From an optimization exercise on the open Yosys and OpenROAD flow, aimed at small area and a short achievable clock period; shortcuts taken in it are not production practice. Function was not checked in any run shown here: the RTL went through the layout flow alone. Power and IR drop assume default switching activity.

==> flow/design.v (outline; a module is shown in full before it is edited, if it fits) <==
// module DSP: 1797 lines
// module dsp_fa: 4 lines
// module dsp_ha: 4 lines
// module dsp_add18: 224 lines
// module dsp_add18_pg: 4 lines
module DSP(A, B, C, D, clk, rst_n, P);
  // ...
==> flow/flow/run.sh <==
#!/bin/bash
# The standard layout, with two changes to how it is made:
#  - the port buffers are plain sky130 buf_1 cells (the default pick is a slow delay cell),
#  - timing repair may swap cells across footprints (so it can resize those buffers).
set -euo pipefail
bash standard.sh "BUFFER_PORTS_ARGS=-buffer_cell sky130_fd_sc_hd__buf_1" MATCH_CELL_FOOTPRINT=0 finish > standard.log 2>&1
==> flow/standard.sh <==
#!/bin/bash
# synth_recipe.tcl (not shown) runs the flow's synth.tcl, then flattens the netlist and writes it again
# the make line also repeats each setting of config.mk as NAME=value (left out here)
make -C /OpenROAD-flow-scripts/flow DESIGN_CONFIG=/design/flow/config.mk WORK_HOME=/design/flow/orfs CLKGATE_MAP_FILE= SYNTH_SCRIPT=/design/flow/synth_recipe.tcl "${@:-finish}"
==> flow/config.mk <==
export PLATFORM = sky130hd
export DESIGN_NAME = DSP
export DESIGN_NICKNAME = DSP
export VERILOG_FILES = /design/flow/design.v
export SDC_FILE = /design/flow/constraint.sdc
export NUM_CORES = 4
export LEC_CHECK = 0
export CAP_MARGIN = 20
export CORE_MARGIN = 2
export CORE_UTILIZATION = 40
export CTS_BUF_LIST = sky130_fd_sc_hd__clkbuf_16
export CTS_CLUSTER_DIAMETER = 200
export CTS_CLUSTER_SIZE = 30
export SETUP_SLACK_MARGIN = 4.0
export SLEW_MARGIN = 20
export SYNTH_HIERARCHICAL = 1
==> flow/constraint.sdc <==
create_clock -name core_clock -period 7.0 [get_ports {clk}]
set_input_delay 1.4000 -clock core_clock [delete_from_list [all_inputs] [get_ports {clk}]]
set_output_delay 1.4000 -clock core_clock [all_outputs]
set_load 0.01 [all_outputs]
==> results.txt, run 1 <==
- Outcome: finished clean
- Final std cells w/o fill: 2189
- Die W: 217 um
- Cell variety after synth: 75
- Syn-to-layout area delta: 9.14%
- Sw Share: 42.9%
- CP required: 7380 ps
- Clock Power Share: 9.7%
- CTS H-tree depth: 1
- Worst Path Max Fanout: 14
- Sequential share of cell area: 36.9%
- Final max-slew violation count: 0
- Die H: 217 um
- Router iterations before antenna repair: 5
- Leak: 8.87 nW
- Critical path depth in cells: 5
- CP arrival: 3360 ps
- Sequential cell area fraction in the yosys report: 39.8%
- Multiplexer share of the synthesized area: 0%
- Root Driver: clkbuf_16
- Critical R2R Launch: s2n[17]
- Antenna-violating nets left: 0
- Clock buffers: 13
- DR WL/cell: 18.1 um
- Multi-input combinational area share: 52.4%
- Worst-skew pair later-pin latency: 510 ps
- Post-Place Cells: 2149
- Hpwl dp: 29.7 mm
- Critical Path Start: s2n[17]
==> run 2: changes to the inputs <==
--- a/flow/design.v
+++ b/flow/design.v
@@ -5,16 +5,17 @@
 output reg [47:0] P;
 reg  [17:0] s1n, s2n, s3n, a1n;
 reg  [4:0] ahn;
 reg  [30:0] y0;
 reg  [30:0] y1;
 reg  [30:0] y2;
 reg  [47:0] z0;
 reg  [47:0] z1;
+reg  [9:0] zl;
 wire pp1;
 wire pp2;
 wire pp3;
 wire pp4;
 wire pp5;
 wire pp6;
 wire pp7;
 wire pp8;
@@ -1581,16 +1582,17 @@
 always @(posedge clk or negedge rst_n) begin
   if (!rst_n) begin
     P <= 0;
     y0 <= 0;
     y1 <= 0;
     y2 <= 0;
     z0 <= 0;
     z1 <= 0;
+    zl <= 0;
   end else begin
     y0[0] <= pp1;
     y0[1] <= pp19;
     y0[2] <= pp20;
     y0[3] <= pp4;
     y0[4] <= yhc370;
     y0[5] <= yfc371;
     y0[6] <= yfc372;
@@ -1667,25 +1669,16 @@
     y2[21] <= yfs388;
     y2[22] <= yfs389;
     y2[23] <= yfs390;
     y2[24] <= yfc390;
     y2[25] <= yfs392;
     y2[26] <= yfc392;
     y2[27] <= yfc393;
     y2[28] <= yfc394;
-    z0[0] <= y0[0];
-    z0[1] <= zhs597;
-    z0[2] <= zhc597;
-    z0[3] <= zfc598;
-    z0[4] <= zfc599;
-    z0[5] <= zfc600;
-    z0[6] <= zfc601;
-    z0[7] <= zfc602;
-    z0[8] <= zfc603;
     z0[9] <= zfc604;
     z0[10] <= zfc605;
     z0[11] <= zfc606;
     z0[12] <= zfc607;
     z0[13] <= zfc608;
     z0[14] <= zfc609;
     z0[15] <= zfc610;
     z0[16] <= zfc611;
@@ -1715,25 +1708,16 @@
     z0[40] <= C[40];
     z0[41] <= C[41];
     z0[42] <= C[42];
     z0[43] <= C[43];
     z0[44] <= C[44];
     z0[45] <= C[45];
     z0[46] <= C[46];
     z0[47] <= C[47];
-    z1[0] <= C[0];
-    z1[1] <= C[1];
-    z1[2] <= zfs598;
-    z1[3] <= zfs599;
-    z1[4] <= zfs600;
-    z1[5] <= zfs601;
-    z1[6] <= zfs602;
-    z1[7] <= zfs603;
-    z1[8] <= zfs604;
     z1[9] <= zfs605;
     z1[10] <= zfs606;
     z1[11] <= zfs607;
     z1[12] <= zfs608;
     z1[13] <= zfs609;
     z1[14] <= zfs610;
     z1[15] <= zfs611;
     z1[16] <= zfs612;
@@ -1751,25 +1735,44 @@
     z1[28] <= zfs624;
     z1[29] <= zfs625;
     z1[30] <= zfs626;
     z1[31] <= zfc626;
     z1[32] <= zfs628;
     z1[33] <= zfc628;
     z1[34] <= zfc629;
     z1[35] <= zfc630;
-    P <= z0 + z1;
+    zl <= {1'b0, {zfc603, zfc602, zfc601, zfc600, zfc599, zfc598, zhc597, zhs597, y0[0]}} + {1'b0, {zfs604, zfs603, zfs602, zfs601, zfs600, zfs599, zfs598, C[1], C[0]}};
+    P <= {z0[47:9] + z1[47:9] + zl[9], zl[8:0]};
     y0[30] <= 1'b0;
     y1[0] <= 1'b0;
     y1[29] <= 1'b0;
     y1[30] <= 1'b0;
     y2[0] <= 1'b0;
     y2[1] <= 1'b0;
     y2[29] <= 1'b0;
     y2[30] <= 1'b0;
+    z0[0] <= 1'b0;
+    z0[1] <= 1'b0;
+    z0[2] <= 1'b0;
+    z0[3] <= 1'b0;
+    z0[4] <= 1'b0;
+    z0[5] <= 1'b0;
+    z0[6] <= 1'b0;
+    z0[7] <= 1'b0;
+    z0[8] <= 1'b0;
+    z1[0] <= 1'b0;
+    z1[1] <= 1'b0;
+    z1[2] <= 1'b0;
+    z1[3] <= 1'b0;
+    z1[4] <= 1'b0;
+    z1[5] <= 1'b0;
+    z1[6] <= 1'b0;
+    z1[7] <= 1'b0;
+    z1[8] <= 1'b0;
     z1[36] <= 1'b0;
     z1[37] <= 1'b0;
     z1[38] <= 1'b0;
     z1[39] <= 1'b0;
     z1[40] <= 1'b0;
     z1[41] <= 1'b0;
     z1[42] <= 1'b0;
     z1[43] <= 1'b0;
==> run 2 against run 1 <==
Effect of this change: total power fell by 2.0%; global-route usage rose by 0.077 points; largest cell class unchanged; non-clock buffer count rose by 2; sequential share of layout area fell by 0.24 points; count of clock-buffer cells in the layout did not move; register-to-register slack got worse by 40 ps; first-iteration DRC count rose by 52%; synthesized area fell by 3.2%; still clean on timing, DRC and antenna; clock skew rose by 11 ps; utilization rose by 0.89 points.
==> results.txt, run 2 <==
- Share of layout cells above drive strength 1: 8.59% (was 8.56%)
- DR WL/cell: 17.9 um (was 18.1 um)
- Leak: 8.67 nW (was 8.87 nW)
- Router iterations before antenna repair: 5 (unchanged)
- HP Class: flop to flop (unchanged)
- Biggest regs: P: 48 flops, z0: 39 flops, y0: 30 flops (was P: 48 flops, z0: 48 flops, z1: 36 flops)
- Iteration-0 DRC Markers: 707 (was 466)
- Commonest non-fill, non-tap cell in the layout: nor2_1 (unchanged)
- Synth top area share: 33.1% (was 31.9%)
- Critical Path Start: a1n[9] (was s2n[17])
- Primary FF master, synth: dfrtp_1 (unchanged)
- Crit-path max cell delay: 790 ps (was 780 ps)
- Antenna violations before repair: 0 (was 1)
- Core area: 0.0433 mm^2 (was 0.0451 mm^2)
- Die H: 214 um (was 217 um)
- IO Pins: 152 (unchanged)
- Most frequent CP cell: fa_1 (unchanged)
- Largest net degree at the start of global routing: 139 (was 145)
- CTS H-tree depth: 1 (unchanged)
- Hpwl dp: 28.5 mm (was 29.7 mm)
- Cell variety after synth: 70 (was 75)
- Layout Skew: 34.4 ps (was 23.0 ps)
- Fin. Hold Viols: 0 (unchanged)
- GRT overflow: 0 (unchanged)
- Net count of the finished layout: 2009 (was 2049)
- TritonCTS clock tree: done (unchanged)
- Vias in the first global route: 11600 (was 12000)
- Final min period: 3020 ps (was 2970 ps)
- Vias: 10700 (was 10900)
- # rows: 76 (was 78)
- Final setup TNS: 0 ps (unchanged)
- First-pass GRT wire length: 61.9 mm (was 64.7 mm)
- Initial core utilization: 40.6% (was 40.3%)
- Worst Path Max Fanout: 17 (was 14)
- Maximum clock rate: 0.331 GHz (was 0.336 GHz)
- Clock sink count: 286 (was 294)
- Synth Cell Area: 0.0176 mm^2 (was 0.0182 mm^2)
- Power density cells: 449 mW/mm^2 (about the same)
- Total CTS buffers: 13 (unchanged)
- Non-Filler Cell Area, Final: 0.0194 mm^2 (was 0.0198 mm^2)
- Clk slew on worst S/H paths: 120 ps (about the same)
- CP required: 7370 ps (was 7380 ps)
- Async set-reset flop share out of synthesis: 87.4% (was 87.8%)
- Placed Instance Area: 0.0187 mm^2 (was 0.0191 mm^2)
- CP Launch Type: flop (unchanged)
- VDD IR-drop max: 162 uV (was 188 uV)
- Worst-path cell with the longest stage delay: dfstp_4 (was dfxtp_1)
- Total of max-cap violations: 0 (unchanged)
- Synth area leader: fa_1 (unchanged)
- Outcome: finished clean (unchanged)
- Post-synth EDFFs: 0 (unchanged)
- Final core occ: 44.9% (was 44.0%)
- CP arrival: 3390 ps (was 3360 ps)
- Synth top cells by count: nor2_1, fa_1, dfrtp_1, ha_1, inv_1 (was nor2_1, fa_1, dfrtp_1, ha_1)
- RSZ-0062 raised after global routing: true (unchanged)
- DRC Markers: 0 (unchanged)
- Diodes inserted: 0 (unchanged)
- Root Driver: clkbuf_16 (unchanged)
- Fillers: 3995 (was 4194)
- Final max-slew violation count: 0 (unchanged)
- Detailed-route vias per instance: 5.01 (was 5.00)
- Final setup viols: 0 (unchanged)
- Routability cong.: 0.821 (was 0.860)
- Area contributors post-synth: fa_1, dfrtp_1, nor2_1 (unchanged)
- Antenna-violating nets left: 0 (unchanged)
- Sequential cell area fraction in the yosys report: 40.0% (was 39.8%)
- Die footprint: 0.0456 mm^2 (was 0.0471 mm^2)
- Most frequent cells in the layout: nor2_1, fa_1, dfrtp_1 (unchanged)
- Yosys reg bits: 286 (was 294)
- I/O Buffers: 151 (unchanged)
- Critical R2R Launch: a1n[9] (was s2n[17])
- Critical path type: flop to flop (unchanged)
- Slew HR: 46.3% (was 44.1%)
- Least-Margin Pin Slew: 798 ps (was 833 ps)
- Count leader, synth: nor2_1 (unchanged)
- Biggest register: P
- Fin crit share: 43.1% (was 42.5%)
- Syn_nets: 1881 (was 1936)
- Drt total wl: 38.1 mm (was 39.6 mm)
- Worst-skew pair later-pin latency: 520 ps (was 510 ps)
- Syn-to-layout area delta: 10.4% (was 9.14%)
- Hold_sp: s1n[12] (was a1n[17])
- Max FFs per register: 48
- Clock tree buffer depth: 3 (unchanged)
- Cells after synthesis: 1414 (was 1470)
- Die W: 214 um (was 217 um)
- Top delay family on crit path: adder cells (unchanged)
- Yosys warns: 7 (unchanged)
- Synthesized area per cell: 12.4 um^2 (about the same)
- Gr usage total: 17.4% (was 17.3%)
- Crit path cell chain: nor2_1, fa_1, fa_1, fa_1, fa_1 (unchanged)
- Crit path capture type: flop (unchanged)
- Buf/Inv on CP: 0 (unchanged)
## run 2: cell families (layout without fill, tap and decap cells)
family,Yosys count,in the layout,share of synthesized area [%]
DFF,286,286,40.0
buffers and inverters,118,252,2.53
muxes,1,1,0.0640
adders and majority gates,363,363,38.3
and+or+nand+nor,444,444,10.4
xor gates and xnor gates,49,49,2.44
AOI/OAI and AO/OA,153,153,6.30
## run 2: modules after synthesis, one instance, submodules excluded
module        times used  flip-flops and latches  cell area (um^2)  cells inside
dsp_add18              1                       0               601            88
dsp_fa               288                       0              20.0             1
DSP                    1                     286             10800          1002
dsp_ha                18                       0              12.5             1
dsp_add18_pg           1                       0               225            18
## run 2: per-layer routing
layer | GRT usage [%] | up-vias | part of all wire, %
li1 | - | 4763 | -
met1 | 24.4 | 5541 | 44
met2 | 28.5 | 335 | 48
met3 | 2.37 | 51 | 6.1
met4 | 4.98 | 0 | 1.9
met5 | 0 | - | 0
## run 2: repair_timing
action	in CTS	in global routing
hold buffers	0	0
endpoints found under the setup margin	22	26
pin swaps	1	1
resized for setup	25	11
buffers inserted	8	13
## run 2: final cells by class
type | count | area, um^2 | share of cell area, %
tap | 585 | 732 | 3.77
inverter | 57 | 214 | 1.10
timing repair buffer | 174 | 818 | 4.22
sequential | 286 | 7110 | 36.7
multi-input combinational | 1010 | 10200 | 52.4
clock inverter | 8 | 42.5 | 0.219
clock buffer | 13 | 325 | 1.68
## run 2: power by group
part / total [mW] / internal, mW / switching (mW)
registers: 2.77 / 2.37 / 0.399
clock network: 0.874 / 0.350 / 0.523
logic: 5.07 / 2.30 / 2.77
total: 8.71 / 5.03 / 3.69
## run 2: per-stage QoR
step | power, mW | setup WS, ps | hold slack, ps | instances
after floorplan | 6.42 | 3780 | 331 | 1414
after global placement | 7.67 | 3590 | 333 | 2091
after global routing | 9.62 | 3950 | 360 | 2133
after CTS | 8.82 | 4000 | 347 | 2120
final | 8.71 | 3980 | 352 | 2133
after detailed placement | 7.91 | 3560 | 335 | 2091
## run 2: final timing paths
kind / depth (start not counted) / slack (ps) / endpoint
worst max-delay path: 5 / 3980 / y2[19]
worst min-delay path: 0 / 350 / s2n[12]
worst max register to register: 5 / 3980 / y2[19]
worst min register to register: 0 / 350 / s2n[12]
max in group asynchronous: 2 / 4750 / z0[47]
min in group asynchronous: 1 / 1000 / y0[29]

static timing again, ports no longer ideal:
No port has a modelled driver above. Below, the same layouts with a new extraction and two added sets of constraints.
Step 1, drivers: a clkbuf_16 drives clk and a buf_2 each remaining input, both assumed.
Step 2 times the ports against the registers' clock, not the clock port: input delays grow and output delays shrink by t, the midpoint of the rising clock arrivals with the driver on.
a / b / c = no drivers / after step 1 / after step 2; a / b = the first two.
| run | shift t [ns] | setup slack, ns | worst setup path after step 2 | cell pins on the clock port's net |
|---|---|---|---|---|
| run 1 | 0.544 | 4.026 / 4.026 / 3.556 | input to register | 1 |
| run 2 | 0.549 | 3.983 / 3.983 / 3.609 | input to register | 1 |
After both steps every run listed still meets setup and hold. For run 1, which loses most, drivers alone change the setup slack by 0.000 ns; drivers and shift together by -0.470 ns.
